Source: an optimization exercise on an open RTL-to-GDS flow (aim: small area, a short achievable clock period and few clock cycles). Production flows keep margins and buffers that such runs may drop. The RTL was checked by simulation tests, not by an equivalence proof against the original design. Power and IR drop assume default switching activity.

fjord:
Design MultiCycleCPU, start of the top module:
module MultiCycleCPU (reset, clk, mem_addr, mem_wdata, mem_we, mem_rdata);
    input reset;
    input clk;
    output [31:0] mem_addr;
    output [31:0] mem_wdata;
    output mem_we;
    input [31:0] mem_rdata;
    reg  [29:0] fpc;          
    reg  [31:0] ir;           
    reg         dv;           
    reg  [29:0] dpc4;         
    reg  [31:0] ir2;          
    reg         dv2;
    reg         d_jpend;      
    reg         ev;           
    reg  [31:0] e_a, e_b;     
    reg  [31:0] e_sd;         
    reg  [29:0] e_bt;         
    reg  [4:0]  e_wa;         
    reg         e_lw, e_sw, e_beq;
    reg         e_sub, e_sltu, e_slt, e_logic, e_shift;
    reg  [1:0]  e_lop, e_sfn;
    reg  [4:0]  e_sh;
    reg         ld_cyc;       
    reg         st_cyc;       
    reg  [31:0] addr_q;       
    reg  [4:0]  ldrt_q;       
    wire        m_cyc = ld_cyc | st_cyc;
    wire [5:0] op = ir[31:26];
    wire [4:0] rs = ir[25:21];
    wire [4:0] rt = ir[20:16];
    wire [4:0] rd = ir[15:11];
    wire [5:0] fn = ir[5:0];
    wire d_rtype = ~op[5] & ~op[3] & ~op[2] & ~op[1];       
    wire d_jump  = ~op[5] & ~op[3] & op[1];                 
    wire d_jal   = d_jump & op[0];                          
    wire d_beq   = ~op[5] & ~op[3] & op[2];                 
    wire d_itype = ~op[5] & op[3];                          
    wire d_lw    = op[5] & ~op[3];                          
  ...
Size in the first run: ~5000 cells after synthesis, ~99 I/O pins, roughly 65000 um^2 of cells after synthesis.
export LEC_CHECK = 0
export CAP_MARGIN = 20
export CORE_MARGIN = 2
export CORE_UTILIZATION = 45
export CTS_CLUSTER_DIAMETER = 100
export CTS_CLUSTER_SIZE = 22
export SETUP_SLACK_MARGIN = 5
export SLEW_MARGIN = 20
export SYNTH_HIERARCHICAL = 1
export SYNTH_MINIMUM_KEEP_SIZE = 0
export TNS_END_PERCENT = 0
create_clock -name core_clock -period 9.5 [get_ports {clk}]
standard.sh (not shown) runs the stock make flow with config.mk's settings and CLKGATE_MAP_FILE= SYNTH_SCRIPT=/design/flow/synth_recipe.tcl, a recipe that flattens the netlist after the stock synthesis.
==> flow/flow/run.sh <==
#!/bin/bash
# Standard synthesis, then the standard layout steps with a larger setup
# margin for the timing repair, sizing not limited to the cell footprint,
# and buf_2 port buffers. The constraints are unchanged.
set -euo pipefail
bash standard.sh synth > synth.log 2>&1
bash standard.sh SETUP_SLACK_MARGIN=7 "MATCH_CELL_FOOTPRINT=" \
    "BUFFER_PORTS_ARGS=-buffer_cell sky130_fd_sc_hd__buf_2" finish > layout.log 2>&1
Testbench counts of fjord, summed over its fixed seeds: cycles 137,311.
Changes in harbor relative to fjord:
- CORE_UTILIZATION changed from 45 to 40
Findings:
- Number of placement rows (harbor / fjord): 1.06
- Post-route clock skew, fjord and harbor: larger value in harbor
- | total power | fjord vs harbor | ≈ equal |
- harbor vs. fjord: switching part of the total went up by 0.39 points, minimum period implied by the final worst setup slack went down, setup slack picked up an extra 39 ps, number of vias per cell now smaller.
- Between fjord and harbor, the difference in cell area after layout is negligible.
- Relative to fjord, layout buffer count excluding clock buffers decreased by 20 in harbor.
- harbor went all the way through the flow, and no timing, DRC or antenna check failed.
- | number of gates resized after cts | lower: fjord |
What zinc does differently from harbor at the input level:
- GPL_ROUTABILITY_DRIVEN newly set to 0
## What came out
In the tables for zinc and harbor, initial antenna violation count reads higher with harbor. zinc vs harbor — average routed wire per standard cell dropped by a few percent. a2111o_1 as the cell with the largest stage delay on the worst path was reported by harbor, and mux2i_1 by zinc. [zinc] number of non-clock buffers in the layout rose 3.1% relative to harbor. Compared with harbor, zinc is the less power-hungry design.
diff inputs: zinc => lagoon
- TNS_END_PERCENT: 0 -> 5
- CTS_CLUSTER_DIAMETER: 100 -> unset
- GPL_ROUTABILITY_DRIVEN: 0 -> unset
- CTS_CLUSTER_SIZE: 22 -> unset
==> flow/flow/run.sh <==
#!/bin/bash
# Standard synthesis, then the standard layout steps with a larger setup
# margin for the timing repair, sizing not limited to the cell footprint,
# and buf_4 port buffers. The constraints are unchanged.
set -euo pipefail
bash standard.sh synth > synth.log 2>&1
bash standard.sh SETUP_SLACK_MARGIN=7 "MATCH_CELL_FOOTPRINT=" \
    "BUFFER_PORTS_ARGS=-buffer_cell sky130_fd_sc_hd__buf_4" finish > layout.log 2>&1
[summary]
- zinc → lagoon: via count moved up, clock latency on the worst-skew pair moved up, final routed wire length divided by cell count moved up.
- Die area across lagoon and zinc: no real change.
- There was hardly any difference in worst hold margin between lagoon and zinc.

-- static timing again, ports no longer ideal --
No port has a modelled driver above. Below, the same layouts with a new extraction and two added sets of constraints. Step 1: set_driving_cell puts a clkbuf_16 on clk and a buf_2 on each other input, an assumption about the parent block. Step 2 times the ports against the registers' clock, not the clock port: input delays grow and output delays shrink by t, the midpoint of the rising clock arrivals with the driver on. Three values: no drivers, after step 1, after step 2; two values: the first two.
| run | t (ns) | slack for setup (ns) | worst setup path at the end | latest minus earliest clock arrival (ns) |
|---|---|---|---|---|
| fjord | 0.814 | 5.750 / 5.750 / 5.085 | input to register | 0.043 / 0.043 |
| harbor | 0.806 | 5.789 / 5.789 / 5.073 | input to register | 0.070 / 0.069 |
| zinc | 0.797 | 5.766 / 5.766 / 5.132 | input to register | 0.075 / 0.076 |
| lagoon | 0.853 | 5.790 / 5.790 / 5.364 | input to register | 0.069 / 0.069 |
After both steps setup and hold are still met in every run listed. The setup slack of harbor, which loses most, moves by 0.000 ns with the drivers and by -0.716 ns with both steps.
